What follows belongs to an exercise in optimizing a design on an open flow for small area; a production flow would make more cautious choices.
In this exercise RTL edits were held to simulation tests only and were not proved equivalent to the original.
Power is estimated from default activity; no workload was simulated.

**design/flow/run.sh**
```bash
#!/bin/bash
# synth_recipe.tcl (not shown) runs the flow's synth.tcl, then flattens the netlist and writes it again
# the make line also repeats each setting of config.mk as NAME=value (left out here)
make -C /OpenROAD-flow-scripts/flow DESIGN_CONFIG=/design/flow/config.mk WORK_HOME=/design/flow/orfs CLKGATE_MAP_FILE= SYNTH_SCRIPT=/design/flow/synth_recipe.tcl finish
```
**design/flow/config.mk**
```make
export PLATFORM = sky130hd
export DESIGN_NAME = switches_top
export DESIGN_NICKNAME = switches_top
export VERILOG_FILES = /design/flow/design.v
export SDC_FILE = /design/flow/constraint.sdc
export NUM_CORES = 4
export LEC_CHECK = 0
export CAP_MARGIN = 20
export CORE_MARGIN = 2
export CORE_UTILIZATION = 40
export PLACE_DENSITY = 0.6
export SLEW_MARGIN = 20
```
**design/flow/constraint.sdc**
```tcl
create_clock -name core_clock -period 8.0 [get_ports {clk}]
set_input_delay 1.6000 -clock core_clock [delete_from_list [all_inputs] [get_ports {clk}]]
set_output_delay 1.6000 -clock core_clock [all_outputs]
set_load 0.01 [all_outputs]
```
**design/flow/design.v**
```verilog
`timescale 1ns / 1ps
`timescale 1ns / 1ps
`timescale 1ns / 1ps
`timescale 1ns / 1ps
module switches_top(clk, reset, hsync, vsync, switches_p1, switches_p2, rgb);
	input	[7:0]	switches_p1;
	input	[7:0]	switches_p2;
	input			clk;
	input			reset;
	output	reg		hsync;
	output	reg		vsync;
	output	[2:0]	rgb;
	reg		[4:0]	hc;
	reg		[3:0]	ho;
	reg		[4:0]	vc;
	reg		[3:0]	vo;
	wire			hend	= (hc == 5'd20) && (ho == 4'd9);	 
	wire			vend	= (vc == 5'd17) && (vo == 4'd6);	 
	always @(posedge clk) begin
		if (reset || hend) begin
			hc <= 5'd0;
			ho <= 4'd1;
		end
		else if (ho == 4'd14) begin
			hc <= hc + 5'd1;
			ho <= 4'd0;
		end
		else
			ho <= ho + 4'd1;
	end
	always @(posedge clk) begin
		if (reset || (hend && vend)) begin
			vc <= 5'd0;
			vo <= 4'd0;
		end
		else if (hend) begin
			if (vo == 4'd14) begin
				vc <= vc + 5'd1;
				vo <= 4'd0;
			end
			else
				vo <= vo + 4'd1;
		end
	end
	always @(posedge clk) begin
		hsync <= (hc == 5'd17 && ho >= 4'd9) || hc == 5'd18 || (hc == 5'd19 && ho <= 4'd1);
		vsync <= (vc == 5'd16 && vo == 4'd14) || (vc == 5'd17 && vo <= 4'd1);
	end
	wire			h_on	= hc < 5'd17 || (hc == 5'd17 && ho <= 4'd1);	 
	wire			v_on	= vc < 5'd16;									 
	wire			display_on = h_on && v_on;
	wire			borders	= display_on && ((hc == 5'd0 && ho <= 4'd2) || (hc == 5'd17 && ho == 4'd1)
								|| (vc == 5'd0 && vo <= 4'd1) || (vc == 5'd15 && vo == 4'd14));
	reg				ev_q;
	reg				tick;
	reg		[5:0]	fcnt;	 
	always @(posedge clk) begin
		ev_q <= (vc == 5'd16) && (vo == 4'd14) && (hc == 5'd0) && (ho == 4'd1);
		tick <= ev_q && !reset && (fcnt[1:0] == 2'b11);
		if (reset)
			fcnt <= 6'b111100;
		else if (ev_q)
			fcnt <= fcnt + 6'd1;
	end
	reg		[7:0]	dir_sw_q;
	wire	[7:0]	dir_sw	= {switches_p2[3:0], switches_p1[3:0]};
	wire			dir_edge = |(dir_sw & ~dir_sw_q);
	reg		[1:0]	dir1;
	reg		[1:0]	dir2;
	always @(posedge clk) begin
		dir_sw_q <= dir_sw;
		if (reset || dir_edge) begin
			if (reset || (switches_p1[1] && dir1 != 2'b01))
				dir1 <= 2'b00;
			else if (switches_p1[0] && dir1 != 2'b00)
				dir1 <= 2'b01;
			else if (switches_p1[2] && dir1 != 2'b10)
				dir1 <= 2'b11;
			else if (switches_p1[3] && dir1 != 2'b11)
				dir1 <= 2'b10;
			if (!reset && switches_p2[1] && dir2 != 2'b01)
				dir2 <= 2'b00;
			else if (reset || (switches_p2[0] && dir2 != 2'b00))
				dir2 <= 2'b01;
			else if (switches_p2[2] && dir2 != 2'b10)
				dir2 <= 2'b11;
			else if (switches_p2[3] && dir2 != 2'b11)
				dir2 <= 2'b10;
		end
	end
	reg				game_over;
	wire			step	= tick && !game_over;
	wire	[4:0]	head_h1, head_v1, head_h2, head_v2;
	wire	[4:0]	nh1, nv1, nh2, nv2;
	wire	[4:0]	dh1, dv1, dh2, dv2;
	wire			hit1_0, hit1_1, hit1_2, hit1_3, hit1_4;
	wire			hit2_0, hit2_1, hit2_2, hit2_3, hit2_4;
	wire			head_hit1, head_hit2;
	wire			self1, self2;
	assign dh1 = hc - head_h1;
	assign dv1 = vc - head_v1;
	assign dh2 = hc - head_h2;
	assign dv2 = vc - head_v2;
	snake #(.H0(5'd1), .V0(5'd1), .D0(2'b00)) snake1 (
		.clk(clk), .reset(reset), .step(step), .dir(dir1),
		.dh(dh1), .dv(dv1),
		.head_h(head_h1), .head_v(head_v1), .next_h(nh1), .next_v(nv1),
		.head_hit(head_hit1), .hit0(hit1_0), .hit1(hit1_1), .hit2(hit1_2), .hit3(hit1_3), .hit4(hit1_4),
		.self_hit(self1)
	);
	snake #(.H0(5'd15), .V0(5'd14), .D0(2'b01)) snake2 (
		.clk(clk), .reset(reset), .step(step), .dir(dir2),
		.dh(dh2), .dv(dv2),
		.head_h(head_h2), .head_v(head_v2), .next_h(nh2), .next_v(nv2),
		.head_hit(head_hit2), .hit0(hit2_0), .hit1(hit2_1), .hit2(hit2_2), .hit3(hit2_3), .hit4(hit2_4),
		.self_hit(self2)
	);
	wire			out1	= nh1 == 5'd18 || nh1 == 5'd31 || nv1 == 5'd17 || nv1 == 5'd31;
	wire			out2	= nh2 == 5'd18 || nh2 == 5'd31 || nv2 == 5'd17 || nv2 == 5'd31;
	always @(posedge clk) begin
		if (reset)
			game_over <= 1'b0;
		else if (step)
			game_over <= out1 || out2 || self1 || self2;
	end
	reg		[3:0]	apple_a;	 
	reg				apple_rst;	 
	reg		[1:0]	grow1;
	reg		[1:0]	grow2;
	wire	[3:0]	apple_h	= apple_a;
	wire	[3:0]	apple_v	= {apple_a[2] | apple_rst, apple_a[1:0], 1'b0};
	wire			eat1	= nh1 == {1'b0, apple_h} && nv1 == {1'b0, apple_v};
	wire			eat2	= nh2 == {1'b0, apple_h} && nv2 == {1'b0, apple_v};
	always @(posedge clk) begin
		if (reset) begin
			apple_a <= 4'd8;
			apple_rst <= 1'b1;
			grow1 <= 2'd0;
			grow2 <= 2'd0;
		end
		else if (tick) begin
			if (eat1 || eat2) begin
				apple_a <= fcnt[5:2];
				apple_rst <= 1'b0;
			end
			if (eat1 && grow1 != 2'd3)
				grow1 <= grow1 + 2'd1;
			if (eat2 && grow2 != 2'd3)
				grow2 <= grow2 + 2'd1;
		end
	end
	wire			win_tail	= ho >= 4'd1 && ho <= 4'd11 && vo >= 4'd3 && vo <= 4'd13;
	wire			win_head	= ho <= 4'd13 && vo >= 4'd1 && vo <= 4'd14;
	wire			win_apple	= ho >= 4'd1 && ho <= 4'd14 && vo >= 4'd1 && vo <= 4'd14;
	wire			grid		= ho == 4'd1 && vo == 4'd0;
	wire			t01_1	= win_tail && (hit1_0 || hit1_1);
	wire			t01_2	= win_tail && (hit2_0 || hit2_1);
	wire			t24_1	= win_tail && ((hit1_2 && grow1 != 2'd0) || (hit1_3 && grow1[1]) || (hit1_4 && grow1 == 2'd3));
	wire			t24_2	= win_tail && ((hit2_2 && grow2 != 2'd0) || (hit2_3 && grow2[1]) || (hit2_4 && grow2 == 2'd3));
	wire			h1		= win_head && head_hit1;
	wire			h2		= win_head && head_hit2;
	wire			apple	= win_apple && hc == {1'b0, apple_h} && vc == {1'b0, apple_v};
	reg				s1_r, s1_g, s1_b, s1_k1, s1_k2;
	reg				s2_r, s2_g, s2_b, s2_k1, s2_k2;
	reg				s3_r, s3_g, s3_b, s3_k1, s3_k2;
	reg				q_r, q_g, q_b;
	always @(posedge clk) begin
		s1_r <= t01_1 || t01_2;
		s1_g <= t01_1 || h1 || h2;
		s1_b <= t01_2 || h2;
		s1_k1 <= !reset && t24_1;
		s1_k2 <= !reset && t24_2;
		s2_r <= s1_r || apple;
		s2_g <= s1_g;
		s2_b <= s1_b;
		s2_k1 <= !reset && s1_k1;
		s2_k2 <= !reset && s1_k2;
		s3_r <= s2_r;
		s3_g <= s2_g || grid;
		s3_b <= s2_b || grid;
		s3_k1 <= !reset && s2_k1;
		s3_k2 <= !reset && s2_k2;
		q_r <= display_on && (s3_r || s3_k1 || s3_k2);
		q_g <= display_on && (s3_g || s3_k1);
		q_b <= display_on && (s3_b || s3_k2);
	end
	assign rgb = {game_over || q_b || borders, q_g, q_r};
endmodule
module snake(clk, reset, step, dir, dh, dv, head_h, head_v, next_h, next_v,
		head_hit, hit0, hit1, hit2, hit3, hit4, self_hit);
	input			clk;
	input			reset;
	input			step;
	input	[1:0]	dir;
	input	[4:0]	dh;		 
	input	[4:0]	dv;		 
	output	reg [4:0]	head_h;
	output	reg [4:0]	head_v;
	output	[4:0]	next_h;
	output	[4:0]	next_v;
	output			head_hit;
	output			hit0, hit1, hit2, hit3, hit4;
	output			self_hit;
	parameter	H0 = 5'd1;
	parameter	V0 = 5'd1;
	parameter	D0 = 2'b00;
	reg		[1:0]	d0, d1, d2, d3, d4;
	reg				v1, v2, v3, v4;
	function [4:0] sx;	 
		input [1:0] c;
		sx = c[1] ? 5'd0 : (c[0] ? 5'h1f : 5'd1);
	endfunction
	function [4:0] sy;	 
		input [1:0] c;
		sy = c[1] ? (c[0] ? 5'h1f : 5'd1) : 5'd0;
	endfunction
	assign next_h = head_h + sx(dir);
	assign next_v = head_v + sy(dir);
	always @(posedge clk) begin
		if (reset) begin
			head_h <= H0;
			head_v <= V0;
			d0 <= D0;
			v1 <= 1'b0;
			v2 <= 1'b0;
			v3 <= 1'b0;
			v4 <= 1'b0;
		end
		else if (step) begin
			head_h <= next_h;
			head_v <= next_v;
			d0 <= dir;
			v1 <= 1'b1;
			v2 <= v1;
			v3 <= v2;
			v4 <= v3;
		end
		if (!reset && step) begin
			d1 <= d0;
			d2 <= d1;
			d3 <= d2;
			d4 <= d3;
		end
	end
	wire	[4:0]	th0 = 5'd0 - sx(d0);
	wire	[4:0]	tv0 = 5'd0 - sy(d0);
	wire	[4:0]	th1 = v1 ? th0 - sx(d1) : th0;
	wire	[4:0]	tv1 = v1 ? tv0 - sy(d1) : tv0;
	wire	[4:0]	th2 = v2 ? th1 - sx(d2) : th1;
	wire	[4:0]	tv2 = v2 ? tv1 - sy(d2) : tv1;
	wire	[4:0]	th3 = v3 ? th2 - sx(d3) : th2;
	wire	[4:0]	tv3 = v3 ? tv2 - sy(d3) : tv2;
	wire	[4:0]	th4 = v4 ? th3 - sx(d4) : th3;
	wire	[4:0]	tv4 = v4 ? tv3 - sy(d4) : tv3;
	assign head_hit = dh == 5'd0 && dv == 5'd0;
	assign hit0 = dh == th0 && dv == tv0;
	assign hit1 = dh == th1 && dv == tv1;
	assign hit2 = dh == th2 && dv == tv2;
	assign hit3 = dh == th3 && dv == tv3;
	assign hit4 = dh == th4 && dv == tv4;
	wire	[4:0]	mh = sx(dir);
	wire	[4:0]	mv = sy(dir);
	assign self_hit = (mh == th0 && mv == tv0) || (mh == th1 && mv == tv1)
		|| (mh == th2 && mv == tv2) || (mh == th3 && mv == tv3);
endmodule
```
==> summary.md <==
| Metric | Value |
|---|---|
| Total routing usage reported by global routing | 20.0% |
| Register area | 2440 um2 |
| Synth Area per Inst | 8.25 um2 |
| Largest family of logic cells by synthesized area | simple AND/OR/NAND/NOR gates |
| Net count, final | 1387 |
| Arrival time of the worst setup path | 6.45 ns |
| Most frequent cell on the critical path | inv_1 |
| Routed via count | 8702 |
| Area leader, netlist | dfxtp_1 |
| Final Critical Period | 6.18 ns |
| Post-Synth XOR/XNOR Area | 13.2% |
| DRT Pass-1 Iters | 5 |
| Die area | 27400 um2 |
| Initial core utilization | 40.3% |
| Site row count | 59 |
| Status | complete, no violations |
| Clk Tree Root Cell | clkbuf_16 |
| Pin count of the biggest net entering global routing | 50 |
| Vias in the first global route | 7990 |
| Simple logic cell fraction of the synthesized area | 21.4% |
| CP Class | reg2reg |
| HPWL Detailed | 20700 um |
| Cell chain of the critical path | inv_1 > nor2_1 > inv_1 > fa_1 > a21boi_0 > inv_1 > ha_1 > nor2b_1 > o21a_1 > or3_1 > a31oi_1 > inv_1 > ha_1 > xor2_1 > nand2_1 > o21ai_0 > ha_1 > xor2_1 > nand2_1 > o221ai_1 > xnor2_1 > nand4_1 > o21ai_0 |
| RSZ-0062 raised after global routing | no |
| Vias per cell | 5.49 |
| Dominant synthesized flop cell | dfxtp_1 |
| Peak per-stage delay on the critical path | 0.63 ns |
| Core area | 25800 um2 |
| Hold Slack | 0.337 ns |
| WL final | 26800 um |
| Hold_buf cts | 0 |
| Slew HR | 24.3% |
| LEAKAGE | 4.72 nW |
| DR WL/cell | 16.9 um |
| Distinct cells, synth | 77 |
| CP top delay family | compound AO/OA/AOI/OAI gates |
| Antenna-violating nets left | 0 |
| Crit path buf inv count | 4 |
| Synth top cells by count | nand2_1 (114), inv_1 (103), ha_1 (101) |
| Diode count | 0 |
| Hold WC Path Type | reg2reg |
| Layout Utilization | 43.1% |
| Met3 routed WL | 887 um |
| Critical path peak fanout | 12 |
| Largest cells by area after synthesis | dfxtp_1 (18%), ha_1 (12%), xnor2_1 (7.1%) |
| CTS tree | built |
| VDD IR max | 0.132 mV |
| Crit end category | register |
| Gr ovfl total | 0 |
| Synth Instances | 1263 |
| Post-Synth Adder-Cell Area | 16.7% |
| WP data required | 8.27 ns |
| Most frequent cell after synthesis | nand2_1 |
| Number of max-cap violations | 0 |
| Htree depth | 3 |
| Met1 WL | 13100 um |
| First-pass GRT wire length | 42800 um |
| Clock sinks | 112 |
| Multi-input gate area | 7360 um2 |
| Compound-Gate Fraction of Synth Area | 15.5% |
| Max Root-Sink Buffers | 2 |
| Setup TNS Final | 0 ns |
| Post-Syn Area | 10400 um2 |
| Share of cells above drive strength 1 | 4.24% |
| Clock insertion delay at the later pin of the skew report | 0.37 ns |
| Filler cell count | 2626 |
| Setup crit start kind | register |
| Worst-path clk slew | 0.09 ns |
| Postcts setup bufs | 0 |
| Dpl cells | 1568 |
| Final period util | 77.2% |
| GP Congestion | 0.873 |
| Slew @ Worst Pin | 1.12 ns |
| Clock buffer count from CTS | 9 |
| Area grow syn2layout | 6.95% |
| Post-synth EDFFs | 20 |
| Warnings from Yosys | 3 |
| Cts repair resizes | 0 |
| Hold Violations, Final | 0 |
| Mux contribution to synthesized area | 3.75% |
| Async SR Flop Fraction | 0% |
| Setup Viol. Count Final | 0 |
| FMAX | 0.162 GHz |
| Seq cells post-synth | 112 |
| CP max stage cell | a21boi_0 |
| Top layer in use | met4 |
| PD cells | 115 nW/um2 |
| Number of port buffers | 14 |
| Die X | 165 um |
| Register area share after synthesis | 23.4% |
| Residual DRC | 0 |
| Final Max Tran Viols | 0 |
| Layout Cells excl Fill | 1584 |
| Die Y | 165 um |
| Top cell type's share of synthesized area | 17.7% |
| I/O pin count | 23 |
| Met2 WL | 12400 um |
| Setup Skew | 0.0135 ns |
| Initial antenna violation count | 0 |
| Post-synth net total | 1406 |
| Initial drt markers | 666 |
[where the power goes]
part | internal, mW | leakage (nW) | switching [mW] | total, mW
registers | 0.583 | 0.934 | 0.0195 | 0.603
logic | 0.0769 | 3.63 | 0.106 | 0.182
clock network | 0.231 | 0.155 | 0.262 | 0.493
total | 0.891 | 4.72 | 0.387 | 1.28
[routing by layer]
metal  vias to the layer above  track usage [%]
met1                      4145             28.0
met2                       157             32.9
met4                         0             5.05
met3                        31             2.37
li1                       4369                -
met5                         -                0
[state kept, by name, indices dropped and copies added (netlist names), 4 cells and up]
name and cells:
snake2.head_v 5, dir_sw_q 8, snake2.head_h 5, snake1.head_v 5, snake1.head_h 5, apple_a 4
hc 5, fcnt 6, vo 4, ho 4, vc 5
[kinds of logic (layout without fill, tap and decap cells)]
logic type,count (synthesis),after routing
DFF,112,112
buffers and inverters,158,144
and+or+nand+nor,443,443
muxes,36,36
xor gates and xnor gates,148,148
AOI/OAI and AO/OA,241,241
adders and majority gates,125,125
[final timing paths]
path	startpoint	to	slack (ns)	cells after the start
worst max register to register	snake1.d0[1]	s1_k1	1.82	23
worst max-delay path	snake1.d0[1]	s1_k1	1.82	23
worst min-delay path	s2_r	s3_r	0.34	0
worst min register to register	s2_r	s3_r	0.34	0
[stage by stage]
stage	setup WS [ns]	power [mW]	cell area, um2
after floorplan	2.76	0.746	10400
after global placement	1.90	0.794	10800
after detailed placement	1.90	0.797	10800
after CTS	1.82	1.29	11100
after global routing	1.35	1.33	11100
final	1.82	1.28	11100
[layout make-up]
| cell class | count | area share, % |
|---|---|---|
| tap | 335 | 3.76 |
| sequential | 112 | 21.9 |
| inverter | 105 | 3.54 |
| timing repair buffer | 23 | 1.82 |
| clock buffer | 9 | 2.02 |
| clock inverter | 7 | 0.887 |
| multi-input combinational | 993 | 66.1 |
[layout by cell type, fill, tap and decap left out, drive strengths merged, types with 36 or more instances in the layout]
cell type / count
xnor2: 85
nand2: 114
o21ai: 36
xor2: 58
nor2: 99
nand3: 40
a21oi: 76
inv: 108
ha: 101
dfxtp: 92

==> port drivers added, routing unchanged <==
In the flow no input, the clock included, has a driving cell. The finished layout below was timed again as built, in two steps. Step 1 sets driving cells, clkbuf_16 on the clock port and buf_2 on the other inputs (assumed; they add their load-dependent delay and slew). Step 2 times the ports against the registers' clock, not the clock port: input delays grow and output delays shrink by t, the midpoint of the rising clock arrivals with the driver on. Slacks: ideal / step 1 / step 2; pairs: ideal / step 1.
t (ns): 0.412
setup WS [ns]: 1.824 / 1.824 / 1.824
worst data-port slew with drivers (ns): 0.03
pins driven straight from the clock port: 1
After both steps setup and hold are still met in this run. For this run, drivers alone change the setup slack by 0.000 ns; drivers and shift together by 0.000 ns.
